What follows belongs to an exercise in optimizing a design on an open flow for small area and a short achievable clock period; a production flow would make more cautious choices.
Where RTL was checked, it was by simulation tests only, not by an equivalence proof against the original.
Only the layout flow was run in runs 5 to 7; the RTL was not checked for function there.
Power is estimated from default activity; no workload was simulated.

==> flow/run.sh <==
#!/bin/bash
# Own layout flow: the standard ORFS flow with changes to synthesis (no
# full/half-adder extraction; abc maps the top module for area and the
# modules in KEEP for speed) and plain buffers on the ports. Each step's
# output goes to a log of its own in this folder.
set -euo pipefail
HERE=$(pwd)
FL=$HERE/flow
KEEP=$(cat "$FL/keep_modules.txt")

# synthesis script: the standard flow's, sourcing ORFS's synth.tcl with the abc call
# replaced by flow/abc_step.tcl
sed "s#@FL@#$FL#g" "$FL/abc_step.tcl" > "$HERE/own_abc_step.tcl"
sed "s#log_cmd abc {\\*}\$abc_args#source $HERE/own_abc_step.tcl#" \
  "$FLOW_HOME/scripts/synth.tcl" > "$HERE/own_synth_core.tcl"
grep -q 'own_abc_step' "$HERE/own_synth_core.tcl"
sed "s#source \$::env(SCRIPTS_DIR)/synth.tcl#source $HERE/own_synth_core.tcl#" \
  "$HERE/synth_recipe.tcl" > "$HERE/own_synth.tcl"
grep -q own_synth_core "$HERE/own_synth.tcl"

bash standard.sh SYNTH_SCRIPT="$HERE/own_synth.tcl" ADDER_MAP_FILE= SYNTH_OPERATIONS_ARGS=" " \
  SYNTH_KEEP_MODULES="$KEEP" synth > "$HERE/synth.log" 2>&1

EXTRA=()
if [[ -f $FL/extra.mk ]]; then
  while read -r l; do [[ -n $l && $l != \#* ]] && EXTRA+=("$l"); done < "$FL/extra.mk"
fi
bash standard.sh "${EXTRA[@]}" finish > "$HERE/layout.log" 2>&1
==> flow/abc_step.tcl <==
# abc mapping: the modules kept apart (SYNTH_KEEP_MODULES) for speed, the
# top module for area. @FL@ is replaced by the flow folder.
set own_rest [lrange $abc_args 2 end]
foreach own_m $::env(SYNTH_KEEP_MODULES) {
  log_cmd abc -script @FL@/fast.abc {*}$own_rest $own_m
}
log_cmd abc -script @FL@/synth.abc {*}$own_rest $::env(DESIGN_NAME)
==> flow/extra.mk <==
# make variables for the layout steps, one per line
BUFFER_PORTS_ARGS=-buffer_cell sky130_fd_sc_hd__buf_1
CTS_ARGS=-sink_clustering_enable -repair_clock_nets -buf_list sky130_fd_sc_hd__clkbuf_8 -dont_use_dummy_load
==> flow/fast.abc <==
strash
dch
map -D 700
topo
buffer -c
upsize -c -D 700
dnsize -c -D 700
==> flow/keep_modules.txt <==
agu
==> flow/synth.abc <==
strash
dch
map -D 3500
topo
buffer -c
upsize -c -D 3500
dnsize -c -D 3500
==> standard.sh <==
#!/bin/bash
# synth_recipe.tcl (not shown) runs the flow's synth.tcl, then flattens the netlist and writes it again
# the make line also repeats each setting of config.mk as NAME=value (left out here)
make -C /OpenROAD-flow-scripts/flow DESIGN_CONFIG=/design/flow/config.mk WORK_HOME=/design/flow/orfs CLKGATE_MAP_FILE= SYNTH_SCRIPT=/design/flow/synth_recipe.tcl "${@:-finish}"
==> config.mk <==
export PLATFORM = sky130hd
export DESIGN_NAME = CPU
export DESIGN_NICKNAME = CPU
export VERILOG_FILES = /design/flow/design.v
export SDC_FILE = /design/flow/constraint.sdc
export NUM_CORES = 4
export LEC_CHECK = 0
export CAP_MARGIN = 5
export CORE_MARGIN = 2
export CORE_UTILIZATION = 60
export CTS_BUF_LIST = sky130_fd_sc_hd__clkbuf_8
export SETUP_SLACK_MARGIN = 2.4
export SLEW_MARGIN = 5
==> constraint.sdc <==
create_clock -name core_clock -period 7.5 [get_ports {clk}]
set_input_delay 1.5000 -clock core_clock [delete_from_list [all_inputs] [get_ports {clk}]]
set_output_delay 1.5000 -clock core_clock [all_outputs]
set_load 0.01 [all_outputs]
==> design.v <==
`timescale 1ns/1ns
module agu(input [7:0] a, b, output logic [7:0] s);
  logic [7:0] g [0:3];
  logic [7:0] p [0:3];
  always_comb begin
    g[0] = a & b;
    p[0] = a ^ b;
    for (int l = 0; l < 3; l++)
      for (int i = 0; i < 8; i++)
        if (i >= (1 << l)) begin
          g[l+1][i] = g[l][i] | (p[l][i] & g[l][i - (1 << l)]);
          p[l+1][i] = p[l][i] & p[l][i - (1 << l)];
        end else begin
          g[l+1][i] = g[l][i];
          p[l+1][i] = p[l][i];
        end
    s[0] = p[0][0];
    for (int i = 1; i < 8; i++) s[i] = p[0][i] ^ g[3][i-1];
  end
endmodule
`timescale 1ns/1ns
module CPU(input clk,rst,
           output [11:0] imem_addr, input [18:0] imem_data,
           output [7:0] dmem_addr, dmem_wdata, output dmem_we, dmem_re, input [7:0] dmem_rdata);
  wire [18:0] ins = imem_data;
  logic [11:0] pc;
  logic z, c;
  logic [7:0][7:0] R;           
  logic [7:0][11:0] stk;        
  logic [2:0] sp;               
  logic [3:0] cnt;              
  wire is_alu  = ~ins[18];                            
  wire is_ld   = ins[18:14] == 5'b10000;
  wire is_st   = ins[18:14] == 5'b10001;
  wire is_sh   = ins[18:16] == 3'b110;
  wire is_br   = ins[18:16] == 3'b101;
  wire is_jmp  = ins[18:15] == 4'b1110;               
  wire is_call = ins[18:14] == 5'b11101;
  wire is_ret  = ins[18:13] == 6'b111100;
  wire wr_reg  = is_alu | is_ld | is_sh;
  wire ld_fl   = is_alu | is_sh;
  wire [7:0] imm = ins[7:0];
  wire [2:0] ra = ins[10:8];
  wire [2:0] rb = ins[18] ? ins[13:11] : ins[7:5];
  logic [7:0] a, rbv;
  always_comb begin
    a = 8'd0;
    rbv = 8'd0;
    for (int i = 0; i < 8; i++) begin
      a = a | (R[i] & {8{ra == i}});
      rbv = rbv | (R[i] & {8{rb == i}});
    end
  end
  agu agu0(.a(a), .b(imm), .s(dmem_addr));
  assign dmem_wdata = rbv;
  assign dmem_we    = ~rst & is_st;
  assign dmem_re    = ~rst & is_ld;
  assign imem_addr  = pc;
  wire [2:0] fn = ins[16:14];
  wire [7:0] b = ins[17] ? imm : rbv;
  wire sub = fn[1] & ~fn[2];
  wire y = sub & fn[0] & c;                     
  wire ci = sub | (fn[0] & c);
  logic [7:0] ay;                               
  logic ya;
  always_comb begin
    logic t;
    t = y;
    for (int i = 0; i < 8; i++) begin
      ay[i] = a[i] ^ t;
      t = t & a[i];
    end
    ya = t;
  end
  wire [7:0] bb = sub ? ~b : b;
  wire [8:0] sum9 = {1'b0, ay} + {1'b0, bb} + {8'd0, ci};
  wire c8 = sum9[8] ^ ya ^ sub;                 
  wire [7:0] pp = ay ^ bb;
  wire [7:0] gg = ay & bb;
  wire [7:0] oo = ay | bb;
  logic [7:0] lg;
  always_comb begin
    case (fn[1:0])
      2'b00: lg = gg;
      2'b01: lg = oo;
      2'b10: lg = pp;
      default: lg = ~gg;
    endcase
  end
  wire zsum = (pp[0] == ci) & (pp[7:1] == oo[6:0]);
  wire [7:0] alures = fn[2] ? lg : sum9[7:0];
  wire aluc = ~fn[2] & c8;
  wire aluz = fn[2] ? (lg == 8'd0) : zsum;
  wire [2:0] s = ins[7:5];
  wire [1:0] fn2 = ins[15:14];
  wire right = fn2[0];
  wire [2:0] amt = right ? (3'd0 - s) : s;            
  wire [15:0] dd = {a, a} << amt;
  wire [7:0] rot = dd[15:8];
  wire [7:0] lmask = 8'hff << s;
  wire [7:0] rmask = 8'hff >> s;
  wire [7:0] shres = fn2[1] ? rot : (rot & (right ? rmask : lmask));
  wire shc = ~fn2[1] & (s != 3'd0) & (right ? rot[7] : rot[0]);
  wire [7:0] res = is_sh ? shres : alures;
  wire nc = is_sh ? shc : aluc;
  wire nz = is_sh ? (shres == 8'd0) : aluz;
  wire [7:0] wd = is_ld ? dmem_rdata : res;
  logic [7:0] spd;
  wire live = cnt != 4'd0;
  always_comb for (int i = 0; i < 8; i++) spd[i] = (sp == i);
  logic [11:0] top;
  always_comb begin
    top = 12'd0;
    for (int i = 0; i < 8; i++) top = top | (stk[i] & {12{spd[i] & live}});
  end
  wire cond = (ins[15] ? c : z) ^ ins[14];
  wire taken = is_br & cond;
  wire [11:0] pcn = pc + ({{4{imm[7]}}, imm} & {12{taken}}) + 12'd1;
  logic [11:0] npc;
  always_comb begin
    if (is_jmp)         npc = ins[11:0];
    else if (is_ret)    npc = top;
    else                npc = pcn;
  end
  always_ff @(posedge clk, posedge rst) begin
    if (rst) begin
      pc <= 12'd0;
      z <= 1'b0;
      c <= 1'b0;
      R <= '0;
      sp <= 3'd0;
      cnt <= 4'd0;
    end else begin
      pc <= npc;
      if (ld_fl) begin
        z <= nz;
        c <= nc;
      end
      for (int i = 0; i < 8; i++)
        if (wr_reg && ins[13:11] == i) R[i] <= wd;
      if (is_call) begin
        sp <= sp + 3'd1;
        if (cnt != 4'd8) cnt <= cnt + 4'd1;
      end else if (is_ret) begin
        sp <= sp - 3'd1;
        if (cnt != 4'd0) cnt <= cnt - 4'd1;
      end
    end
  end
  always_ff @(posedge clk)
    for (int i = 0; i < 8; i++)
      if (is_call & spd[(i + 7) % 8]) stk[i] <= pcn;
endmodule
==> results of run 1 <==
[per-stage QoR]
| step | setup WS [ps] | area (µm²) | hold slack [ps] | power [mW] | utilization, % |
|---|---|---|---|---|---|
| 2_1_floorplan | 2762 | 10020 | 453.0 | 2.488 | - |
| 3_3_place_gp | 1644 | 10660 | 474.9 | 2.953 | 64.74 |
| 3_5_place_dp | 1625 | 10660 | 495.0 | 2.971 | 64.74 |
| 4_1_cts | 2273 | 10980 | 514.9 | 3.482 | 66.68 |
| 5_1_grt | 2356 | 11330 | 541.2 | 3.832 | 68.79 |
| 6_report | 2517 | 11330 | 510.0 | 3.611 | 68.79 |
[metal layers]
metal	vias up	routed length [µm]	GRT usage, %	part of all wire, %
li1	4299	-	-	-
met1	4294	12410	47.12	41
met2	503	14100	54.69	47
met3	93	2615	6.887	8.7
met4	0	977	12.53	3.2
met5	-	0	0	0
[worst max-delay path, delay by kind of cell]
family                 cells  cell delay, ps
and+or+nand+nor            5             690
AOI/OAI and AO/OA          4             640
buffers and inverters      5             630
[logic make-up after synthesis]
kind of cell,count (synthesis)
buf+inv,145
xor+xnor,45
mux,2
flops,181
compound gates,337
simple gates,467
[Yosys stat by module (local to each module, per instance)]
module  times used  flip-flops and latches  cells  cell area, µm²
CPU              1                     181   1107            9649
agu              1                       0     70           367.9
[final cells by class]
cell class              count  area (µm²)
repair buffers            109       638.1
flip-flops and latches    181        5010
multi-input cells         851        4733
inverters                 114       436.7
fillers                  1386        5139
well taps                 220       275.3
clock buffers              17       234.0
[flip-flops by register name, indices dropped and copies added (netlist names)]
signal,flops
stk,96
R,64
pc,12
cnt,4
sp,3
c,1
z,1
[what timing repair did]
item,4_1_cts,5_1_grt
buffers inserted,3,15
pin swaps,4,28
endpoints found under the setup margin,56,79
gates resized for setup,22,75
[report_power, final]
| group | switching (mW) | internal (mW) |
|---|---|---|
| Combinational | 1.06 | 0.515 |
| Sequential | 0.191 | 1.34 |
| Clock | 0.303 | 0.201 |
[worst min path at each step]
stage | cells after the start | end | slack, ps
final | 2 | R[41]$_DFFE_PP0P_ | 510
after floorplan | 2 | R[41]$_DFFE_PP0P_ | 450
after global placement | 2 | R[41]$_DFFE_PP0P_ | 470
after global routing | 2 | R[41]$_DFFE_PP0P_ | 540
after CTS | 2 | R[41]$_DFFE_PP0P_ | 510
after detailed placement | 2 | R[41]$_DFFE_PP0P_ | 500
[placed cells by master, fill, tap and decap left out, types with 8 or more instances in the layout]
master | netlist | routed
a211oi_1 | 8 | 8
o211ai_1 | 12 | 12
nor3_1 | 20 | 15
o21ai_1 | 4 | 8
nor2_4 | 2 | 11
a22oi_1 | 79 | 75
nand3_1 | 22 | 22
clkbuf_8 | 0 | 17
xor2_1 | 32 | 32
inv_2 | 4 | 10
xnor2_1 | 12 | 10
inv_1 | 109 | 99
nand4_1 | 16 | 16
dfrtp_1 | 85 | 85
o21ai_2 | 9 | 13
a221oi_1 | 13 | 13
buf_4 | 1 | 49
o21ai_0 | 127 | 118
a31oi_1 | 9 | 8
edfxtp_1 | 96 | 96
buf_1 | 9 | 51
nor2_1 | 140 | 126
nor2_2 | 8 | 13
nand2_1 | 246 | 239
a21oi_1 | 49 | 48
==> reports/qor.yml, run 1 <==
status: "no timing/DRC/antenna violations"
die_w_um: 133.2
period_minus_slack_ps: 4983
crit_chain: "clkbuf_2 -> inv_4 -> nor3_1 -> buf_4 -> a22oi_1 -> nand2_1 -> nor2_4 -> inv_2 -> nor2_1 -> a21oi_1 -> a31oi_1 -> o211ai_1 -> nand2_1 -> buf_1"
yosys.area_share.xor_xnor_pct: 4.009
synth-edff-count: 96
insertion_delay_ps: 470
syn-cell-area_mm2: 0.01002
crit_start: "imem_data[8]"
critPathSlowestCell: "a31oi_1"
ys.flop_type: "edfxtp_1"
routedWlPerCell_um: 20.18
crit_top_cell: "nand2_1"
core_region_area_mm2: 0.01647
start_kind: "primary input"
path_max_fanout: 8
syn_inst: 1177
antenna_found_initial: 0
die_area_mm2: 0.01774
ant_nets: 0
synthMuxAreaShare_pct: 0.1999
synth_top_family_by_area: "compound AO/OA/AOI/OAI gates"
slew_violations: 0
finalWeightedCongestion: 0.9933
setup_violations: 0
worstHoldStart: "R[41]$_DFFE_PP0P_"
post-route-period-util_pct: 66.44
synth_area_leader_cell: "edfxtp_1"
tightest_slew_ps: 1184
power_density_mw_per_mm2: 318.8
synthSimpleGateAreaFrac_pct: 19.16
reg2reg_depth: 26
cts.reportedPaths.clkPinSlew_ps: 80
synthTopCellsByCount: "nand2_1 (246), nor2_1 (140), o21ai_0 (127)"
synth-async-reset-ratio_pct: 46.96
wl_um: 30100
finalHoldViolCount: 0
stdcell_count: 1492
yosysWarnings: 4
hold_buffers: 0
irDropWorstVdd_mv: 0.1591
dp_hpwl_um: 21060
drv_cap: 0
cts_buffers: 17
synth_area_leaders: "edfxtp_1 (29%), dfrtp_1 (21%), nand2_1 (9.2%), o21ai_0 (6.3%), a22oi_1 (5.9%)"
clockBufferDepth: 2
grt_usage_pct: 34.28
synth_fa_ha_area_share_pct: 0
initial_core_util_pct: 60.84
r2r_start: "R[48]$_DFFE_PP0P_"
avgSynthCellArea_um2: 8.511
route.detailed.drc: 0
cts-htree-levels: 4
area_growth_pct: 13.08
finClkSkew_ps: 39.21
cts_tree: "built"
grt_max_degree: 52
drive_gt1_share_pct: 12.58
fmax_mhz: 200.7
synth_top_area_share_pct: 28.78
crit_path_end_kind: "output pin"
num_rows: 47
synth_most_common_cell: "nand2_1"
worstPathArrival_ps: 3480
diodes: 0
grt-ovfl-total: 0
yosysUniqueCellTypes: 49
syn_nets: 1206
grt_pass1_wl_um: 46330
grt_pass1_vias: 8384
cp.required_ps: 6000
setup_tns_ps: 0
hp-class: "flop to flop"
ys_seq_elements: 181
clkSinkCount: 181
io_buffers: 58
r2r_slack_ps: 3720
drt_first_pass_iters: 6
detail_route.iter0.violations: 1106
slew_headroom_pct: 20.76
cts-root-buf: "clkbuf_8"
synth_compound_area_share_pct: 21.13
die_h_um: 133.2
routed_via_density: 6.159
cpPeakStageDelay_ps: 240
rsz0062_at_grt: "yes"
worst-setup-path-type: "primary input to output pin"
timing.rr.end: "R[47]$_DFFE_PP0P_"
vias: 9189
total_leakage_power_nw: 4.630
place_inst: 1457
io_pins: 59
num-nets-final: 1303
synth-seq-area-share_pct: 50.01
crit_path_end: "dmem_addr[6]"
==> run 2, diff against run 1 <==
==> flow/synth.abc (replaced) <==
strash
dch
map -D 3000
topo
buffer -c
upsize -c -D 3000
dnsize -c -D 3000
--- a/config.mk
+++ b/config.mk
@@ -9,5 +9,5 @@
 export CORE_MARGIN = 2
 export CORE_UTILIZATION = 60
 export CTS_BUF_LIST = sky130_fd_sc_hd__clkbuf_8
-export SETUP_SLACK_MARGIN = 2.4
+export SETUP_SLACK_MARGIN = 2.5
 export SLEW_MARGIN = 5
==> run 2 against run 1 <==
  * Combinational power is 6% higher
  * Still clean
  * Via count is 1.0% lower
  * Register-to-register slack better by 50 ps
  * Fmax is 0.84% higher
==> reports/qor.yml, run 2 <==
status: "no timing/DRC/antenna violations"
yosysUniqueCellTypes: 63
clockBufferDepth: 2
finalHoldViolCount: 0
worst-setup-path-type: "primary input to output pin"
syn_inst: 1174
finalWeightedCongestion: 0.9904
avgSynthCellArea_um2: 8.775
fmax_mhz: 202.4
cp.required_ps: 6000
route.detailed.drc: 0
dp_hpwl_um: 20350
routed_via_density: 6.136
detail_route.iter0.violations: 919
yosysWarnings: 4
setup_tns_ps: 0
synth-async-reset-ratio_pct: 46.96
slew_violations: 0
syn-cell-area_mm2: 0.01030
path_max_fanout: 5
fillers: 1344
area_growth_pct: 13.81
diodes: 0
grt_max_degree: 84
rsz0062_at_grt: "yes"
crit_start: "imem_data[8]"
antenna_found_initial: 0
crit_family: "simple AND/OR/NAND/NOR gates"
ant_nets: 0
syn_nets: 1203
grt_usage_pct: 33.15
hold_ws_ps: 486.7
grt_pass1_wl_um: 45890
core_region_area_mm2: 0.01670
synth-edff-count: 96
num-nets-final: 1293
worstPathArrival_ps: 3440
synth-seq-area-share_pct: 48.63
setup_violations: 0
crit_chain: "buf_6 -> inv_8 -> nor3_4 -> buf_4 -> a22oi_1 -> nand2_1 -> nor2_4 -> inv_4 -> nor2_2 -> o21ai_4 -> a31oi_1 -> xnor2_1 -> buf_1"
power_density_mw_per_mm2: 314.4
routedWlPerCell_um: 20.06
synth_top_area_share_pct: 27.98
tightest_slew_ps: 1243
num_rows: 47
mostFrequentLayoutCell: "nand2_1"
drt_first_pass_iters: 5
synth_area_leaders: "edfxtp_1 (28%), dfrtp_1 (21%), nand2_1 (8.6%), a22oi_1 (5.8%), o21ai_0 (4.8%)"
critPathSlowestCell: "nor2_2"
vias: 9094
ys_seq_elements: 181
slew_headroom_pct: 16.25
timing.rr.end: "stk[10]$_DFFE_PP_"
hp-class: "flop to flop"
place_inst: 1437
cts_tree: "built"
fin_ws_ps: 2559
synth_area_leader_cell: "edfxtp_1"
r2r_start: "c$_DFFE_PP0P_"
finClkSkew_ps: 31.54
cts_buffers: 17
r2r_slack_ps: 3770
insertion_delay_ps: 450
worst-path-stages: 13
synth_most_common_cell: "nand2_1"
biggestRegsByFlops: "stk (96), R (64), pc (12)"
start_kind: "primary input"
layout_common_cells: "nand2_1 (231), nor2_1 (110), edfxtp_1 (96)"
clkSinkCount: 181
reg2reg_depth: 22
drive_gt1_share_pct: 17.59
io_buffers: 58
die_h_um: 135.0
critPathBufInv: 5
cts-htree-levels: 4
io_pins: 59
grt-ovfl-total: 0
irDropWorstVdd_mv: 0.1949
crit_path_end_kind: "output pin"
final_util_pct: 70.21
top_register: "stk"
wl_um: 29730
grt_pass1_vias: 8351
die_w_um: 135.0
cts.reportedPaths.clkPinSlew_ps: 70
pre_cts_slack_ps: 1509
stdcell_count: 1482
synthTopCellsByCount: "nand2_1 (236), nor2_1 (120), o21ai_0 (99)"
cts-root-buf: "clkbuf_8"
crit_path_end: "dmem_addr[4]"
cpPeakStageDelay_ps: 250
total_leakage_power_nw: 4.717
die_area_mm2: 0.01823
ys.flop_type: "edfxtp_1"
drv_cap: 0
post-route-period-util_pct: 65.88
period_minus_slack_ps: 4941
largest_register_ffs: 96
initial_core_util_pct: 61.69
-- run 2: cell count changes in the layout (fill, tap and decap cells not counted), moves of 5 or more --
cell and change:
buf_12 +5, buf_4 -12, inv_1 -20, inv_2 +11
nand2_1 -8, nor2_1 -16, nor2_4 +12, nor3_1 -6
nor3_4 +7, o21ai_0 -23, o21ai_1 +9, o21ai_2 +9
-- run 2: cells by family after synthesis --
kind of cell / after synthesis / share of synthesized area [%]
AO/OA/AOI/OAI: 332 / 21.22
XOR/XNOR: 46 / 4.056
multiplexers: 2 / 0.1943
buffers and inverters: 142 / 5.259
AND/OR/NAND/NOR: 471 / 20.65
flip-flops: 181 / 48.63
-- run 2: per-stage QoR --
step | total power, mW | area [µm²]
after floorplan | 2.572 | 10300
after global placement | 3.028 | 10810
after detailed placement | 3.046 | 10810
after CTS | 3.588 | 11420
after global routing | 3.920 | 11730
final | 3.686 | 11730
-- run 2: metal layers --
layer / share of wire, % / track usage [%] / up-vias
li1: - / - / 4298
met1: 41 / 45.82 / 4299
met2: 48 / 54.62 / 430
met3: 7.9 / 4.655 / 67
met4: 3.1 / 10.71 / 0
met5: 0 / 0 / -
-- run 2: worst register-to-register path, cell delays in order (launching register included) --
cell and delay, ps:
dfrtp_1 360, inv_1 100, nand2_1 70, o21ai_0 100
or2_2 290, nand3_1 220, nor2_1 90, nor2_1 170
inv_1 80, a21oi_1 210, o21ai_1 120, a21oi_1 240
inv_1 90, a21oi_2 200, a21oi_1 60, nor2_1 160
nor2_1 70, nor3_1 150, nor2_1 100, a21oi_1 130
o21ai_0 140, xnor2_2 180, buf_4 180
-- run 2: power by group --
| part | switching (mW) | leakage [nW] | internal [mW] |
|---|---|---|---|
| clock network | 0.296 | 0.122 | 0.201 |
| logic | 1.11 | 2.67 | 0.555 |
| registers | 0.183 | 1.93 | 1.34 |
| total | 1.59 | 4.72 | 2.10 |
-- run 2: how the worst min path moves through the flow --
stage	startpoint	endpoint	slack, ps	cells past startpoint
floorplan	R[41]$_DFFE_PP0P_	R[41]$_DFFE_PP0P_	450	2
global placement	R[41]$_DFFE_PP0P_	R[41]$_DFFE_PP0P_	470	2
detailed placement	R[41]$_DFFE_PP0P_	R[41]$_DFFE_PP0P_	470	2
CTS	R[41]$_DFFE_PP0P_	R[41]$_DFFE_PP0P_	490	2
global route	R[41]$_DFFE_PP0P_	R[41]$_DFFE_PP0P_	520	2
finish	R[41]$_DFFE_PP0P_	R[41]$_DFFE_PP0P_	490	2
-- run 2: per-module statistics from Yosys, one instance, submodules excluded --
module / cells inside / times used / area [µm²]
CPU: 1104 / 1 / 9935
agu: 70 / 1 / 367.9
-- run 2: final cells by class --
class / count / area, µm² / share of cell area [%]
clock buffers: 17 / 234.0 / 1.996
repair buffers: 101 / 651.9 / 5.560
flip-flops and latches: 181 / 5010 / 42.73
well taps: 220 / 275.3 / 2.348
inverters: 112 / 460.4 / 3.927
multi-input cells: 851 / 5094 / 43.44
-- run 2: repair_timing --
| item | CTS | global route |
|---|---|---|
| gates resized for setup | 55 | 58 |
| setup endpoints to repair | 89 | 94 |
| hold buffers | 0 | 0 |
| setup buffers | 14 | 14 |
| pin swaps | 13 | 27 |
==> run 3, diff against run 2 <==
==> flow/synth.abc (replaced) <==
strash
dch
map -D 4500
topo
buffer -c
upsize -c -D 4500
dnsize -c -D 4500
==> run 3 against run 2 <==
  * Sequential power about the same
  * Register-to-register slack better by 80 ps
  * Area after synthesis down 3.4%
  * Core utilization up 0.068 points
  * Combinational power about the same
==> reports/qor.yml, run 3 <==
yosysWarnings: 4
synthTopCellsByCount: "nand2_1 (247), nor2_1 (146), o21ai_0 (137)"
grt_usage_pct: 33.78
synth-seq-area-share_pct: 50.36
grt_pass1_wl_um: 45540
route.detailed.drc: 0
multiInputGateArea_mm2: 0.004865
vias: 9195
cts_tree: "built"
synth_area_leaders: "edfxtp_1 (29%), dfrtp_1 (21%), nand2_1 (9.3%), o21ai_0 (6.9%), a22oi_1 (6.0%)"
syn_inst: 1177
synth_compound_area_share_pct: 20.88
ys_seq_elements: 181
crit_start: "imem_data[10]"
syn_nets: 1206
largest_register_ffs: 96
drv_cap: 0
dp_hpwl_um: 20610
cts.reportedPaths.clkPinSlew_ps: 80
synth-edff-count: 96
grt-ovfl-total: 0
reg2reg_depth: 23
cts-htree-levels: 4
wl_um: 30100
worstPathArrival_ps: 3510
insertion_delay_ps: 460
io_pins: 59
r2r_slack_ps: 3850
routed_via_density: 6.138
syn-cell-area_mm2: 0.009948
synth_fa_ha_area_share_pct: 0
synth_top_family_by_area: "compound AO/OA/AOI/OAI gates"
power_density_mw_per_mm2: 319.5
crit_path_end_kind: "output pin"
hp-class: "flop to flop"
fmax_mhz: 199.6
start_kind: "primary input"
hold_buffers: 0
core_region_area_mm2: 0.01641
synthSimpleGateAreaFrac_pct: 19.02
area_growth_pct: 15.90
die_area_mm2: 0.01763
top_register: "stk"
clockBufferDepth: 2
clkSinkCount: 181
synth_area_leader_cell: "edfxtp_1"
routedWlPerCell_um: 20.09
fillers: 1355
ant_nets: 0
slew_headroom_pct: 19.40
final-seq-area_mm2: 0.005010
biggestRegsByFlops: "stk (96), R (64), pc (12)"
synth_top_area_share_pct: 28.98
rsz0062_at_grt: "yes"
worst-setup-path-type: "primary input to output pin"
layout_common_cells: "nand2_1 (242), o21ai_0 (119), nor2_1 (116)"
crit_path_end: "dmem_addr[6]"
irDropWorstVdd_mv: 0.1691
finalWeightedCongestion: 0.9777
num_rows: 47
num-nets-final: 1309
finClkSkew_ps: 21.82
stdcell_count: 1498
die_w_um: 132.8
diodes: 0
slew_violations: 0
drive_gt1_share_pct: 14.32
cts_buffers: 17
avgSynthCellArea_um2: 8.452
grt_max_degree: 59
mostFrequentLayoutCell: "nand2_1"
synth_most_common_cell: "nand2_1"
cp.required_ps: 6000
setup_tns_ps: 0
io_buffers: 58
detail_route.iter0.violations: 1011
tightest_slew_ps: 1205
synth-async-reset-ratio_pct: 46.96
die_h_um: 132.8
drt_first_pass_iters: 6
finalHoldViolCount: 0
total_leakage_power_nw: 4.676
yosysUniqueCellTypes: 44
synthMuxAreaShare_pct: 0.2012
setup_violations: 0
post-route-period-util_pct: 66.80
path_max_fanout: 8
cts-root-buf: "clkbuf_8"
status: "no timing/DRC/antenna violations"
period_minus_slack_ps: 5010
hold_ws_ps: 510.2
initial_core_util_pct: 60.63
yosys.area_share.xor_xnor_pct: 4.037
grt_pass1_vias: 8246
timing.rr.end: "pc[10]$_DFF_PP0_"
ys.flop_type: "edfxtp_1"
antenna_found_initial: 0
r2r_start: "c$_DFFE_PP0P_"
place_inst: 1449
-- run 3: cell types whose count changed after synthesis, sizes merged, moves of 2 or more --
cell    before  now
o211ai      10   12
nand3       25   22
o21ai      138  140
clkinv       6    2
nor2       147  150
clkbuf      18   20
nor4         6    4
inv        106  112
nor3        23   21
o22ai        3    6
-- run 3: power by group --
part | leakage, nW | internal [mW] | switching (mW)
registers | 1.92 | 1.34 | 0.187
clock network | 0.122 | 0.201 | 0.304
logic | 2.63 | 0.565 | 1.08
total | 4.68 | 2.11 | 1.57
-- run 3: cell families (layout without fill, tap and decap cells) --
logic type / count (synthesis) / count (layout)
xor+xnor: 45 / 45
simple gates: 467 / 467
flops: 181 / 181
mux: 2 / 2
buf+inv: 145 / 246
compound gates: 337 / 337
-- run 3: worst min-delay path by stage --
stage | slack (ps) | endpoint | start | depth (start not counted)
after floorplan | 450 | R[41]$_DFFE_PP0P_ | R[41]$_DFFE_PP0P_ | 2
after detailed placement | 490 | R[41]$_DFFE_PP0P_ | R[41]$_DFFE_PP0P_ | 2
after global routing | 530 | R[41]$_DFFE_PP0P_ | R[41]$_DFFE_PP0P_ | 2
after global placement | 470 | R[41]$_DFFE_PP0P_ | R[41]$_DFFE_PP0P_ | 2
final | 510 | R[36]$_DFFE_PP0P_ | R[36]$_DFFE_PP0P_ | 2
after CTS | 510 | R[41]$_DFFE_PP0P_ | R[41]$_DFFE_PP0P_ | 2
-- run 3: modules after synthesis (local to each module, per instance) --
| module | cell area [µm²] | cells |
|---|---|---|
| CPU | 9580 | 1107 |
| agu | 367.9 | 70 |
-- run 3: final cells by class --
type                    count  area share, %
flip-flops and latches    181          43.45
multi-input cells         851          42.19
repair buffers            115          6.088
inverters                 114          3.852
well taps                 220          2.387
clock buffers              17          2.029
-- run 3: worst max-delay path, cell delays in order --
cell and delay (ps):
buf_6 110, clkinv_4 60, buf_4 110, nor3_4 40, buf_12 130, a22oi_1 180
nand2_1 110, nor2_4 140, inv_1 100, nand2_1 160, inv_1 100, nor2_4 140
buf_4 130, nand3_2 100, o21ai_2 160, nand2_1 60, nand2_1 50, buf_2 120
-- run 3: stage by stage --
stage               setup slack, ps  cell area (µm²)  total power, mW  util (%)
floorplan                      2593             9965            2.466         -
global placement               1512            10550            2.916     64.30
detailed placement             1377            10550            2.940     64.30
CTS                            2477            11010            3.482     67.09
global route                   2336            11530            3.908     70.27
finish                         2490            11530            3.684     70.27
-- run 3: timing repair --
item,CTS,global route
gates resized for setup,56,106
pin swaps,8,34
setup buffers,8,24
setup endpoints to repair,83,81
-- run 3: layer usage --
metal / GRT usage (%) / wire (µm) / share of wire [%]
met2: 56.25 / 14480 / 48
met4: 11.23 / 969 / 3.2
met5: 0 / 0 / 0
met3: 5.670 / 2475 / 8.2
met1: 45.41 / 12180 / 40
==> run 4, diff against run 3 <==
==> flow/extra.mk (replaced) <==
# make variables for the layout steps, one per line
BUFFER_PORTS_ARGS=-buffer_cell sky130_fd_sc_hd__buf_1
CTS_ARGS=-sink_clustering_enable -repair_clock_nets -buf_list {sky130_fd_sc_hd__clkbuf_4 sky130_fd_sc_hd__clkbuf_8} -dont_use_dummy_load
==> flow/synth.abc (replaced) <==
strash
dch
map -D 3500
topo
buffer -c
upsize -c -D 3500
dnsize -c -D 3500
==> run 4 against run 3 <==
  * Clock skew rose by 14 ps
  * Power fell by 0.63%
  * Register-to-register slack got worse by 50 ps
  * First-iteration DRC count rose by 18%
  * Final cell count barely moved
  * Largest cell class unchanged
  * Core utilization fell by 0.21 points
  * Combinational power barely moved
  * Critical path depth fell by 2
==> reports/qor.yml, run 4 <==
status: "no timing/DRC/antenna violations"
clockBufferDepth: 2
cp.required_ps: 6000
start_kind: "primary input"
biggestRegsByFlops: "stk (96), R (64), pc (12)"
io_pins: 59
setup_tns_ps: 0
worst-setup-path-type: "primary input to output pin"
placed_area_mm2: 0.01066
antenna_found_initial: 0
synth-seq-area-share_pct: 50.01
setup_violations: 0
ant_nets: 0
detail_route.iter0.violations: 1188
fmax_mhz: 204.1
place_inst: 1457
die_area_mm2: 0.01774
critPathBufInv: 6
power_density_mw_per_mm2: 317.3
top_register: "stk"
core_region_area_mm2: 0.01647
grt_max_degree: 52
drv_cap: 0
diodes: 0
finalWeightedCongestion: 0.9933
num_rows: 47
syn-cell-area_mm2: 0.01002
hp-class: "flop to flop"
grt_pass1_wl_um: 46470
num-nets-final: 1310
finalHoldViolCount: 0
ys.flop_type: "edfxtp_1"
synth_area_leaders: "edfxtp_1 (29%), dfrtp_1 (21%), nand2_1 (9.2%), o21ai_0 (6.3%), a22oi_1 (5.9%)"
io_buffers: 58
cts_tree: "built"
routed_via_density: 6.155
synth-edff-count: 96
hold_buffers: 0
worstPathArrival_ps: 3400
insertion_delay_ps: 470
yosysUniqueCellTypes: 49
grt_pass1_vias: 8395
grt_usage_pct: 34.37
irDropWorstVdd_mv: 0.1598
area_growth_pct: 15.18
finClkSkew_ps: 36.14
cts_buffers: 17
route.detailed.drc: 0
cpPeakStageDelay_ps: 250
drive_gt1_share_pct: 15.25
cts.reportedPaths.clkPinSlew_ps: 80
crit_path_end_kind: "output pin"
critPathSlowestCell: "nor2_2"
crit_family: "simple AND/OR/NAND/NOR gates"
rsz0062_at_grt: "no"
total_leakage_power_nw: 4.700
synthTopCellsByCount: "nand2_1 (246), nor2_1 (140), o21ai_0 (127)"
mostFrequentLayoutCell: "nand2_1"
die_w_um: 133.2
die_h_um: 133.2
ys_seq_elements: 181
wl_um: 30370
stdcell_count: 1499
drt_first_pass_iters: 6
path_max_fanout: 8
slew_headroom_pct: 20.48
cts-root-buf: "clkbuf_8"
crit_chain: "buf_12 -> clkinv_8 -> nor3_1 -> buf_4 -> a22oi_1 -> nand2_1 -> nor2_2 -> inv_2 -> nand2_2 -> inv_2 -> nor2_4 -> nand4_1 -> a21oi_2 -> o22ai_1 -> nand2_1 -> buf_2"
largest_register_ffs: 96
design_area_mm2: 0.01154
layout_common_cells: "nand2_1 (236), nor2_1 (122), o21ai_0 (114)"
synth_area_leader_cell: "edfxtp_1"
clkSinkCount: 181
syn_inst: 1177
slew_violations: 0
initial_core_util_pct: 60.84
avgSynthCellArea_um2: 8.511
cts-htree-levels: 4
post-route-period-util_pct: 65.34
routedWlPerCell_um: 20.26
synth-async-reset-ratio_pct: 46.96
synth_most_common_cell: "nand2_1"
yosysWarnings: 4
grt-ovfl-total: 0
synth_top_area_share_pct: 28.78
dp_hpwl_um: 21060
vias: 9227
period_minus_slack_ps: 4901
tightest_slew_ps: 1188
syn_nets: 1206
==> run 4: layout make-up <==
type                            count  area, µm²
Sequential cell                   181       5010
Fill cell                        1362       4928
Multi-Input combinational cell    851       4826
Timing Repair Buffer              116      725.7
Inverter                          114      466.7
Tap cell                          220      275.3
Clock buffer                       17      234.0
==> run 4: path summary, 6_finish.rpt <==
| kind | end | startpoint | slack [ps] | cells past startpoint |
|---|---|---|---|---|
| worst min-delay path | R[41]$_DFFE_PP0P_ | R[41]$_DFFE_PP0P_ | 510 | 2 |
| worst min register to register | R[41]$_DFFE_PP0P_ | R[41]$_DFFE_PP0P_ | 510 | 2 |
| max in group asynchronous | pc[9]$_DFF_PP0_ | rst | 5250 | 3 |
| min in group asynchronous | R[6]$_DFFE_PP0P_ | rst | 1110 | 2 |
| worst max-delay path | dmem_addr[7] | imem_data[9] | 2600 | 16 |
| worst max register to register | R[47]$_DFFE_PP0P_ | R[48]$_DFFE_PP0P_ | 3800 | 26 |
==> run 4: logic make-up (layout without fill, tap and decap cells) <==
| kind of cell | Yosys count | after routing | synth area share [%] |
|---|---|---|---|
| compound gates | 337 | 337 | 21.13 |
| xor+xnor | 45 | 45 | 4.010 |
| buf+inv | 145 | 247 | 5.483 |
| flops | 181 | 181 | 50.01 |
| mux | 2 | 2 | 0.1999 |
| simple gates | 467 | 467 | 19.16 |
==> run 4: where the power goes <==
part / switching (mW) / leakage (nW) / internal, mW / total, mW
Clock: 0.302 / 0.122 / 0.201 / 0.503
Sequential: 0.194 / 1.92 / 1.34 / 1.54
Combinational: 1.08 / 2.65 / 0.542 / 1.62
==> run 4: metrics by stage <==
stage	total power [mW]	setup slack [ps]	hold slack (ps)	utilization, %
final	3.661	2599	512.4	70.07
after global routing	3.880	2428	541.2	70.07
after CTS	3.493	2365	514.9	66.88
after detailed placement	2.971	1625	495.0	64.74
after global placement	2.953	1644	474.9	64.74
after floorplan	2.488	2762	453.0	-
==> run 4: modules after synthesis (local to each module, per instance) <==
module / times used / area [µm²] / cells inside / flip-flops and latches
agu: 1 / 367.9 / 70 / 0
CPU: 1 / 9649 / 1107 / 181
==> run 4: metal layers <==
layer	track usage [%]	up-vias	wire length, µm
li1	-	4320	-
met1	47.27	4275	12480
met2	55.12	542	14150
met3	6.773	90	2659
met4	12.12	0	1076
met5	0	-	0
==> run 4: repair_timing <==
action | 4_1_cts | 5_1_grt
endpoints found under the setup margin | 56 | 99
pin swaps | 3 | 41
setup buffers | 4 | 21
resized for setup | 30 | 126
gates cloned | 0 | 0
==> run 4: worst min-delay path: cells and delay by family, from the launching register on <==
| kind | cells | cell delay (ps) |
|---|---|---|
| AND/OR/NAND/NOR | 1 | 60 |
| AO/OA/AOI/OAI | 1 | 70 |
| flip-flops | 1 | 350 |
==> run 5, diff against run 4 <==
--- a/design.v
+++ b/design.v
@@ -78,17 +78,15 @@
   wire [7:0] pp = ay ^ bb;
   wire [7:0] gg = ay & bb;
   wire [7:0] oo = ay | bb;
-  logic [7:0] lg;
-  always_comb begin
-    case (fn[1:0])
-      2'b00: lg = gg;
-      2'b01: lg = oo;
-      2'b10: lg = pp;
-      default: lg = ~gg;
-    endcase
-  end
+  wire [7:0] carries = sum9[7:0] ^ pp;
+  wire lg_and = fn[2] & ~fn[1] & ~fn[0];
+  wire lg_nand = fn[2] & fn[1] & fn[0];
+  wire lg_xor = fn[2] & fn[1] & ~fn[0];
+  wire [7:0] xx = (pp & {8{~lg_and}}) | {8{lg_nand}};
+  wire [7:0] yy = fn[2] ? (gg & {8{~lg_xor}}) : carries;
+  wire [7:0] lg = xx ^ yy;
   wire zsum = (pp[0] == ci) & (pp[7:1] == oo[6:0]);
-  wire [7:0] alures = fn[2] ? lg : sum9[7:0];
+  wire [7:0] alures = lg;
   wire aluc = ~fn[2] & c8;
   wire aluz = fn[2] ? (lg == 8'd0) : zsum;
   wire [2:0] s = ins[7:5];
==> flow/extra.mk (replaced) <==
# make variables for the layout steps, one per line
BUFFER_PORTS_ARGS=-buffer_cell sky130_fd_sc_hd__buf_1
==> run 5 against run 4 <==
  * Clock-buffer cell count did not move
  * Sequential cell count unchanged
  * Critical path type unchanged
  * Area after synthesis down 1.9%
  * Sequential power hardly changed
  * Power grew 4.7%
  * Clock skew down 12 ps
==> reports/qor.yml, run 5 <==
status: "no timing/DRC/antenna violations"
crit_path_end_kind: "output pin"
routedWlPerCell_um: 20.19
worst-setup-path-type: "primary input to output pin"
synthSimpleGateAreaFrac_pct: 18.22
drt_first_pass_iters: 6
drv_cap: 0
top_register: "stk"
slew_violations: 0
initial_core_util_pct: 61.63
final-seq-area_mm2: 0.005010
core_region_area_mm2: 0.01594
synth_compound_area_share_pct: 20.83
syn_inst: 1140
cpPeakStageDelay_ps: 310
mostFrequentLayoutCell: "nor2_1"
synth_top_area_share_pct: 29.34
dp_hpwl_um: 19870
post-route-period-util_pct: 69.49
ys.flop_type: "edfxtp_1"
path_max_fanout: 6
route.detailed.drc: 0
biggestRegsByFlops: "stk (96), R (64), pc (12)"
io_pins: 59
fmax_mhz: 191.9
period_minus_slack_ps: 5212
die_h_um: 132.0
rsz0062_at_grt: "yes"
cts_buffers: 17
fillers: 1207
synth_area_leaders: "edfxtp_1 (29%), dfrtp_1 (22%), nor2_1 (7.3%), a22oi_1 (6.4%), nand2_1 (6.2%)"
vias: 9323
grt_max_degree: 86
grt_pass1_wl_um: 45090
cts-root-buf: "clkbuf_8"
synthMuxAreaShare_pct: 0.1019
grt_pass1_vias: 8274
cts_tree: "built"
crit_top_cell: "buf_4"
synth_area_leader_cell: "edfxtp_1"
crit_chain: "buf_12 -> clkinvlp_4 -> buf_4 -> nor3_4 -> buf_4 -> a22oi_2 -> nand4_1 -> nand2_1 -> inv_2 -> nor2_2 -> a21boi_4 -> xnor2_1 -> clkbuf_2"
clkSinkCount: 181
synth-edff-count: 96
avgSynthCellArea_um2: 8.619
antenna_found_initial: 0
clockBufferDepth: 2
detail_route.iter0.violations: 1113
hp-class: "flop to flop"
synth_fa_ha_area_share_pct: 0
power_density_mw_per_mm2: 323.7
syn-cell-area_mm2: 0.009826
cp.required_ps: 6000
cts.reportedPaths.clkPinSlew_ps: 100
start_kind: "primary input"
ant_nets: 0
synth-async-reset-ratio_pct: 46.96
io_buffers: 58
critPathSlowestCell: "nand4_1"
cts-htree-levels: 4
total_leakage_power_nw: 4.661
place_inst: 1403
num-nets-final: 1298
synthTopCellsByCount: "nor2_1 (190), nand2_1 (161), a21oi_1 (116)"
finalWeightedCongestion: 1.013
die_w_um: 132.0
syn_nets: 1169
irDropWorstVdd_mv: 0.1984
yosys.area_share.xor_xnor_pct: 4.088
drive_gt1_share_pct: 18.72
grt-ovfl-total: 0
worstPathArrival_ps: 3710
setup_tns_ps: 0
tightest_slew_ps: 1262
largest_register_ffs: 96
yosysWarnings: 4
diodes: 0
synth-seq-area-share_pct: 50.99
slew_headroom_pct: 15.55
ys_seq_elements: 181
yosysUniqueCellTypes: 45
finClkSkew_ps: 23.94
grt_usage_pct: 33.60
area_growth_pct: 20.50
wl_um: 30250
layout_common_cells: "nor2_1 (168), nand2_1 (151), a21oi_1 (113)"
num_rows: 46
finalHoldViolCount: 0
insertion_delay_ps: 480
synth_most_common_cell: "nor2_1"
routed_via_density: 6.224
die_area_mm2: 0.01742
setup_violations: 0
synth_top_family_by_area: "compound AO/OA/AOI/OAI gates"
stdcell_count: 1498
multiInputGateArea_mm2: 0.004753
## run 5: worst paths after layout
kind / start / cells after the start / end / slack, ps
setup / recovery: imem_data[10] / 13 / dmem_addr[3] / 2290
hold / removal: sp[2]$_DFFE_PP0P_ / 1 / sp[2]$_DFFE_PP0P_ / 530
setup reg to reg: c$_DFFE_PP0P_ / 24 / pc[11]$_DFF_PP0_ / 3500
hold reg to reg: sp[2]$_DFFE_PP0P_ / 1 / sp[2]$_DFFE_PP0P_ / 530
max in group asynchronous: rst / 3 / pc[2]$_DFF_PP0_ / 5360
min in group asynchronous: rst / 3 / z$_DFFE_PP0P_ / 1340
## run 5: kinds of logic after synthesis
group                     Yosys count
AOI/OAI and AO/OA                 333
buffers and inverters             150
muxes                               1
and+or+nand+nor                   430
xor gates and xnor gates           45
DFF                               181
## run 5: area by class of cell
| class | count | share of cell area [%] |
|---|---|---|
| clock buffer | 17 | 1.976 |
| clock inverter | 15 | 1.194 |
| inverter | 120 | 3.973 |
| multi-input combinational | 809 | 40.15 |
| sequential | 181 | 42.31 |
| tap | 216 | 2.283 |
| timing repair buffer | 140 | 8.116 |
## run 5: critical path, delay by kind of cell
| family | cells | cell delay, ps |
|---|---|---|
| AND/OR/NAND/NOR | 4 | 750 |
| AO/OA/AOI/OAI | 2 | 470 |
| buffers and inverters | 6 | 820 |
| XOR/XNOR | 1 | 170 |
## run 5: per-stage QoR
step	total power [mW]	setup slack, ps	cell area, µm²	utilization (%)	hold slack [ps]
after floorplan	2.503	2727	9826	-	453.0
after global placement	2.942	1540	10410	65.29	477.8
after detailed placement	2.961	1484	10410	65.29	508.8
after CTS	3.683	2447	11350	71.20	525.4
after global routing	4.049	2257	11840	74.27	543.1
final	3.833	2288	11840	74.27	526.7
## run 5: per-module statistics from Yosys, one instance, submodules excluded
| module | cell area [µm²] | flops+latches | cells inside | copies in the design |
|---|---|---|---|---|
| agu | 367.9 | 0 | 70 | 1 |
| CPU | 9458 | 181 | 1070 | 1 |
## run 5: report_power, final
part           leakage [nW]  switching (mW)  internal, mW
registers              1.82           0.206          1.35
clock network         0.186           0.386         0.244
logic                  2.66            1.08         0.564
total                  4.66            1.67          2.16
## run 5: repair_timing
item / CTS / global route
setup endpoints to repair: 83 / 76
resized for setup: 85 / 66
buffers inserted: 31 / 32
pin swaps: 21 / 37
hold buffers: 0 / 0
gates cloned: 0 / 0
## run 5: layer usage
metal / wire (µm) / vias to the layer above / GRT usage [%]
met5: 0 / - / 0
met4: 1560 / 0 / 17.57
li1: - / 4277 / -
met3: 2632 / 120 / 6.267
met2: 14290 / 540 / 51.62
met1: 11760 / 4386 / 45.86
==> run 6, diff against run 5 <==
==> flow/extra.mk (replaced) <==
# make variables for the layout steps, one per line
BUFFER_PORTS_ARGS=-buffer_cell sky130_fd_sc_hd__buf_1
CTS_ARGS=-sink_clustering_enable -repair_clock_nets -buf_list sky130_fd_sc_hd__clkbuf_8 -dont_use_dummy_load
==> run 6 against run 5 <==
  * Final cell count fell by 0.40%
  * Fmax rose by 2.3%
  * Largest power group unchanged
  * Worst setup slack improved by 120 ps
  * Routed wire length grew 0.63%
  * Die area unchanged
  * First-iteration DRC count up 3.9%
  * Critical endpoint is now dmem_addr[5]
  * Sequential share of layout area shrank 0.22 points
==> reports/qor.yml, run 6 <==
ys_seq_elements: 181
synth_area_leaders: "edfxtp_1 (29%), dfrtp_1 (22%), nor2_1 (7.3%), a22oi_1 (6.4%), nand2_1 (6.2%)"
reg2reg_depth: 24
diodes: 0
num-nets-final: 1307
total_leakage_power_nw: 4.675
ant_nets: 0
yosysUniqueCellTypes: 45
syn_nets: 1169
synth_most_common_cell: "nor2_1"
die_area_mm2: 0.01742
cpPeakStageDelay_ps: 300
insertion_delay_ps: 460
synthTopCellsByCount: "nor2_1 (190), nand2_1 (161), a21oi_1 (116)"
grt_pass1_vias: 8175
clockBufferDepth: 2
power_density_mw_per_mm2: 318.9
wl_um: 30440
finalHoldViolCount: 0
status: "no timing/DRC/antenna violations"
largest_register_ffs: 96
period_minus_slack_ps: 5097
worst-setup-path-type: "primary input to output pin"
vias: 9283
routedWlPerCell_um: 20.40
cts.reportedPaths.clkPinSlew_ps: 90
hold_buffers: 0
crit_path_end: "dmem_addr[5]"
grt.met3_usage_pct: 5.767
clkSinkCount: 181
hp-class: "flop to flop"
drive_gt1_share_pct: 20.30
hold_ws_ps: 529.4
worst-path-stages: 13
synth_top_area_share_pct: 29.34
r2r_start: "c$_DFFE_PP0P_"
synth_area_leader_cell: "edfxtp_1"
r2r_slack_ps: 3570
routed_via_density: 6.222
setup_violations: 0
area_growth_pct: 21.13
slew_headroom_pct: 17.01
io_pins: 59
irDropWorstVdd_mv: 0.2015
rsz0062_at_grt: "yes"
slew_violations: 0
grt-ovfl-total: 0
antenna_found_initial: 0
setup_tns_ps: 0
fmax_mhz: 196.2
fillers: 1197
start_kind: "primary input"
timing.rr.end: "pc[11]$_DFF_PP0_"
synth-edff-count: 96
grt_usage_pct: 33.37
tightest_slew_ps: 1240
use_met2_pct: 53.10
busiest_layer: "met2"
grt_use_met1_pct: 45.92
grt_max_degree: 86
syn_inst: 1140
top_register: "stk"
route.detailed.drc: 0
mostFrequentLayoutCell: "nor2_1"
initial_core_util_pct: 61.63
crit_family: "simple AND/OR/NAND/NOR gates"
ys.flop_type: "edfxtp_1"
finClkSkew_ps: 40.55
num_rows: 46
post-route-period-util_pct: 67.96
die_w_um: 132.0
grt_pass1_wl_um: 44830
critPathBufInv: 4
core_region_area_mm2: 0.01594
worstPathArrival_ps: 3600
crit_chain: "buf_12 -> clkinvlp_4 -> nor3_4 -> buf_6 -> a22oi_2 -> nand4_1 -> nor2_2 -> nor2_1 -> nor2_2 -> a21boi_4 -> o211ai_1 -> nand2_1 -> buf_2"
critPathSlowestCell: "nand4_1"
synth-seq-area-share_pct: 50.99
cts_tree: "built"
layout_common_cells: "nor2_1 (160), nand2_1 (149), a21oi_1 (104)"
detail_route.iter0.violations: 1156
crit_path_end_kind: "output pin"
avgSynthCellArea_um2: 8.619
io_buffers: 58
yosysWarnings: 4
dp_hpwl_um: 19870
die_h_um: 132.0
path_max_fanout: 6
cts-root-buf: "clkbuf_8"
syn-cell-area_mm2: 0.009826
cp.required_ps: 6000
synth-async-reset-ratio_pct: 46.96
biggestRegsByFlops: "stk (96), R (64), pc (12)"
cts_buffers: 17
crit_start: "imem_data[8]"
finalWeightedCongestion: 1.013
crit_top_cell: "nor2_2"
drv_cap: 0
drt_first_pass_iters: 6
cts-htree-levels: 4
[run 6: metal layers]
layer  vias up  routed length (µm)
li1       4282                   -
met1      4336               12180
met2       550               14390
met3       115                2521
met4         0                1352
met5         -                   0
[run 6: cell type report]
class,count,area (µm²),area share [%]
clock buffers,17,234.0,1.966
inverters,120,478.0,4.016
multi-input cells,809,4893,41.12
flip-flops and latches,181,5010,42.09
well taps,216,270.3,2.271
repair buffers,149,1016,8.537
[run 6: logic make-up after synthesis]
logic type             Yosys count  share of synthesized area [%]
buffers and inverters          150                          5.768
AND/OR/NAND/NOR                430                          18.22
multiplexers                     1                         0.1019
AO/OA/AOI/OAI                  333                          20.83
flip-flops                     181                          50.99
XOR/XNOR                        45                          4.088
[run 6: timing repair]
item	4_1_cts	5_1_grt
pin swaps	16	52
endpoints found under the setup margin	84	76
setup buffers	36	36
gates resized for setup	89	101
[run 6: how the worst min path moves through the flow]
stage | startpoint | endpoint | slack, ps | depth (start not counted)
finish | sp[2]$_DFFE_PP0P_ | sp[2]$_DFFE_PP0P_ | 530 | 1
global route | sp[2]$_DFFE_PP0P_ | sp[2]$_DFFE_PP0P_ | 540 | 1
CTS | sp[2]$_DFFE_PP0P_ | sp[2]$_DFFE_PP0P_ | 520 | 1
detailed placement | sp[2]$_DFFE_PP0P_ | sp[2]$_DFFE_PP0P_ | 510 | 1
global placement | cnt[3]$_DFFE_PP0P_ | cnt[3]$_DFFE_PP0P_ | 480 | 2
floorplan | cnt[3]$_DFFE_PP0P_ | cnt[3]$_DFFE_PP0P_ | 450 | 2
[run 6: stage by stage]
stage          power [mW]  setup slack [ps]  std cells  utilization [%]  instance area, µm²
2_1_floorplan       2.503              2727       1140                -                9826
3_3_place_gp        2.942              1540       1403            65.29               10410
3_5_place_dp        2.961              1484       1403            65.29               10410
4_1_cts             3.564              2407       1456            70.57               11250
5_1_grt             4.006              2359       1492            74.65               11900
6_report            3.795              2403       1492            74.65               11900
[run 6: Yosys stat by module (local to each module, per instance)]
| module | area (µm²) | copies in the design |
|---|---|---|
| CPU | 9458 | 1 |
| agu | 367.9 | 1 |
[run 6: power breakdown]
| part | internal [mW] | leakage, nW | switching, mW |
|---|---|---|---|
| Combinational | 0.616 | 2.73 | 1.12 |
| Clock | 0.201 | 0.122 | 0.300 |
| Sequential | 1.35 | 1.82 | 0.202 |
| Total | 2.17 | 4.67 | 1.62 |
==> run 7, diff against run 6 <==
--- a/design.v
+++ b/design.v
@@ -61,32 +61,27 @@
   wire sub = fn[1] & ~fn[2];
   wire y = sub & fn[0] & c;                     
   wire ci = sub | (fn[0] & c);
-  logic [7:0] ay;                               
-  logic ya;
-  always_comb begin
-    logic t;
-    t = y;
-    for (int i = 0; i < 8; i++) begin
-      ay[i] = a[i] ^ t;
-      t = t & a[i];
-    end
-    ya = t;
-  end
+  logic [7:0] ay;
+  always_comb
+    for (int i = 0; i < 8; i++) ay[i] = a[i] ^ (y & (&(a | ~((8'd1 << i) - 8'd1))));
+  wire ya = y & (&a);
   wire [7:0] bb = sub ? ~b : b;
   wire [8:0] sum9 = {1'b0, ay} + {1'b0, bb} + {8'd0, ci};
   wire c8 = sum9[8] ^ ya ^ sub;                 
   wire [7:0] pp = ay ^ bb;
   wire [7:0] gg = ay & bb;
   wire [7:0] oo = ay | bb;
-  wire [7:0] carries = sum9[7:0] ^ pp;
-  wire lg_and = fn[2] & ~fn[1] & ~fn[0];
-  wire lg_nand = fn[2] & fn[1] & fn[0];
-  wire lg_xor = fn[2] & fn[1] & ~fn[0];
-  wire [7:0] xx = (pp & {8{~lg_and}}) | {8{lg_nand}};
-  wire [7:0] yy = fn[2] ? (gg & {8{~lg_xor}}) : carries;
-  wire [7:0] lg = xx ^ yy;
+  logic [7:0] lg;
+  always_comb begin
+    case (fn[1:0])
+      2'b00: lg = gg;
+      2'b01: lg = oo;
+      2'b10: lg = pp;
+      default: lg = ~gg;
+    endcase
+  end
   wire zsum = (pp[0] == ci) & (pp[7:1] == oo[6:0]);
-  wire [7:0] alures = lg;
+  wire [7:0] alures = fn[2] ? lg : sum9[7:0];
   wire aluc = ~fn[2] & c8;
   wire aluz = fn[2] ? (lg == 8'd0) : zsum;
   wire [2:0] s = ins[7:5];
==> run 7 against run 6 <==
  * Clock-buffer cell count stayed put
  * Clock power about the same
  * Power fell by 4.5%
  * Non-clock buffer count shrank 30
  * Sequential cell count did not move
  * Sequential power about the same
  * Worst setup slack improved by 87 ps
  * Still clean
  * Final cell count up 1.9%
  * Routed wire length rose by 0.30%
==> reports/qor.yml, run 7 <==
status: "no timing/DRC/antenna violations"
ys_seq_elements: 181
synth-seq-area-share_pct: 49.79
insertion_delay_ps: 460
clockBufferDepth: 2
setup_tns_ps: 0
period_minus_slack_ps: 5010
yosysWarnings: 4
crit_path_end_kind: "output pin"
irDropWorstVdd_mv: 0.1577
critPathBufInv: 5
worstPathArrival_ps: 3510
syn-cell-area_mm2: 0.01006
die_w_um: 133.5
hp-class: "flop to flop"
finalWeightedCongestion: 0.9777
slew_headroom_pct: 21.44
reg2reg_depth: 19
top_register: "stk"
wl_um: 30530
detail_route.iter0.violations: 1191
timing.rr.end: "pc[9]$_DFF_PP0_"
place_inst: 1474
grt_pass1_wl_um: 46710
avgSynthCellArea_um2: 8.405
vias: 9472
die_h_um: 133.5
finClkSkew_ps: 40.46
routed_via_density: 6.232
io_pins: 59
worst-path-stages: 14
power_density_mw_per_mm2: 313.8
die_area_mm2: 0.01782
synth_area_leaders: "edfxtp_1 (29%), dfrtp_1 (21%), nand2_1 (8.9%), a22oi_1 (6.0%), nor2_1 (6.0%)"
core_region_area_mm2: 0.01647
synth_most_common_cell: "nand2_1"
mostFrequentLayoutCell: "nand2_1"
grt_max_degree: 56
num-nets-final: 1331
use_met2_pct: 55.53
hold_ws_ps: 512.5
ys.flop_type: "edfxtp_1"
cts.reportedPaths.clkPinSlew_ps: 80
route.detailed.drc: 0
largest_register_ffs: 96
r2r_start: "c$_DFFE_PP0P_"
crit_family: "simple AND/OR/NAND/NOR gates"
syn_nets: 1226
cpPeakStageDelay_ps: 300
path_max_fanout: 7
post-route-period-util_pct: 66.80
drv_cap: 0
crit_path_end: "dmem_addr[6]"
io_buffers: 58
layout_common_cells: "nand2_1 (225), nor2_1 (133), o21ai_0 (114)"
grt.met3_usage_pct: 5.632
critPathSlowestCell: "nor2_1"
slew_violations: 0
yosysUniqueCellTypes: 51
fmax_mhz: 199.6
dp_hpwl_um: 21150
synth_top_area_share_pct: 28.65
routedWlPerCell_um: 20.09
cts_tree: "built"
cts-htree-levels: 4
clkSinkCount: 181
area_growth_pct: 14.81
crit_start: "imem_data[9]"
busiest_layer: "met2"
cts_buffers: 17
setup_violations: 0
total_leakage_power_nw: 4.661
rsz0062_at_grt: "yes"
finalHoldViolCount: 0
biggestRegsByFlops: "stk (96), R (64), pc (12)"
num_rows: 47
cp.required_ps: 6000
synth_area_leader_cell: "edfxtp_1"
antenna_found_initial: 0
crit_chain: "buf_2 -> inv_2 -> nor3_1 -> buf_4 -> a22oi_1 -> nand2_1 -> nor2_4 -> inv_2 -> nor2_1 -> o21ai_0 -> a31oi_1 -> o211ai_1 -> nand2_1 -> buf_1"
cts-root-buf: "clkbuf_8"
synth-edff-count: 96
ant_nets: 0
worst-setup-path-type: "primary input to output pin"
start_kind: "primary input"
synth-async-reset-ratio_pct: 46.96
drt_first_pass_iters: 6
grt_usage_pct: 34.23
synthTopCellsByCount: "nand2_1 (238), nor2_1 (161), o21ai_0 (118)"
tightest_slew_ps: 1174
grt-ovfl-total: 0
initial_core_util_pct: 61.10
grt_use_met1_pct: 47.17
syn_inst: 1197
diodes: 0
grt_pass1_vias: 8566
r2r_slack_ps: 3790
stdcell_count: 1520
drive_gt1_share_pct: 15.46
[run 7: cell count changes after synthesis, sizes merged, moves of 8 or more]
cell,previous run,this run
a31oi,8,16
o21ai,77,137
nand2,161,238
nand3,9,17
a21oi,118,60
nor2,194,175
nand4,26,16
buf,2,11
[run 7: layout make-up]
type | instances | area (µm²)
flip-flops and latches | 181 | 5010
fillers | 1377 | 4915
multi-input cells | 868 | 4868
repair buffers | 119 | 713.2
inverters | 115 | 450.4
well taps | 220 | 275.3
clock buffers | 17 | 234.0
[run 7: how the worst min path moves through the flow]
stage	start	endpoint	slack [ps]	cells after the start
after global placement	R[28]$_DFFE_PP0P_	R[28]$_DFFE_PP0P_	500	2
final	sp[2]$_DFFE_PP0P_	sp[2]$_DFFE_PP0P_	510	1
after detailed placement	sp[2]$_DFFE_PP0P_	sp[2]$_DFFE_PP0P_	500	1
after CTS	sp[2]$_DFFE_PP0P_	sp[2]$_DFFE_PP0P_	510	1
after floorplan	R[19]$_DFFE_PP0P_	R[19]$_DFFE_PP0P_	470	2
after global routing	sp[2]$_DFFE_PP0P_	sp[2]$_DFFE_PP0P_	550	1
[run 7: report_power, final]
group          internal (mW)  switching [mW]  leakage [nW]
combinational          0.546            1.05          2.62
sequential              1.34           0.187          1.92
clock                  0.201           0.298         0.122
total                   2.09            1.54          4.66
[run 7: cells by family (layout without fill, tap and decap cells)]
kind of cell / count (synthesis) / in the layout / synth area share, %
compound gates: 344 / 344 / 21.02
xor+xnor: 42 / 42 / 3.731
buf+inv: 148 / 251 / 5.609
flops: 181 / 181 / 49.79
simple gates: 482 / 482 / 19.85
[run 7: through the flow]
stage / util, % / instance area, µm² / setup WS (ps) / total power [mW]
2_1_floorplan: - / 10060 / 2573 / 2.475
3_3_place_gp: 64.76 / 10660 / 1212 / 2.927
3_5_place_dp: 64.76 / 10660 / 1146 / 2.952
4_1_cts: 67.54 / 11120 / 2511 / 3.497
5_1_grt: 70.15 / 11550 / 2346 / 3.841
6_report: 70.15 / 11550 / 2490 / 3.625
[run 7: routing by layer]
metal / vias to the layer above / part of all wire [%]
met2: 507 / 47
met1: 4498 / 40
li1: 4376 / -
met4: 0 / 3.6
met5: - / 0
met3: 91 / 8.7
[run 7: Yosys stat by module, one instance, submodules excluded]
module  flip-flops and latches  area, µm²  times used
CPU                        181       9693           1
agu                          0      367.9           1
[run 7: repair_timing]
action | CTS | global route
pin swaps | 3 | 35
setup buffers | 7 | 22
hold buffers | 0 | 0
setup endpoints to repair | 103 | 88
resized for setup | 43 | 91
[run 7: worst register-to-register path: stages, from the launching register on]
cell and delay, ps:
dfrtp_1 390, inv_1 100, nand2_1 60, o21ai_0 90
or2_2 290, nand3_2 150, nor2_1 80, nor2_1 140
inv_1 70, a21oi_1 230, o21ai_1 150, a21oi_1 220
nor2_1 60, nor2_1 220, o221ai_1 220, a31oi_1 180
nand2_1 110, xor2_1 540, a21oi_1 150, o21ai_0 170

[re-timing with driven ports]
No port has a modelled driver above. Below, the same layouts with a new extraction and two added sets of constraints.
Step 1: set_driving_cell puts a clkbuf_16 on clk and a buf_2 on each other input, an assumption about the parent block.
Step 2 adds t to the input delays and takes it off the output delays; t is the mean of the earliest and latest rising clock arrival at the registers after step 1. Input paths then give back, and output paths get back, about the clock's delay inside the block.
Three values: ideal, step 1, step 2; two values: the first two.
run | t, ns | setup slack, ns | clock arrival spread, ns
run 1 | 0.491 | 2.517 / 2.495 / 2.156 | 0.040 / 0.040
run 2 | 0.481 | 2.559 / 2.527 / 2.233 | 0.031 / 0.032
run 3 | 0.489 | 2.490 / 2.458 / 2.069 | 0.023 / 0.022
run 4 | 0.495 | 2.599 / 2.549 / 2.237 | 0.036 / 0.037
run 5 | 0.507 | 2.288 / 2.234 / 2.125 | 0.024 / 0.024
run 6 | 0.487 | 2.403 / 2.355 / 2.136 | 0.042 / 0.041
run 7 | 0.481 | 2.490 / 2.468 / 2.154 | 0.044 / 0.044
After both steps setup and hold are still met in every run listed. The setup slack of run 3, which loses most, moves by -0.032 ns with the drivers and by -0.421 ns with both steps.
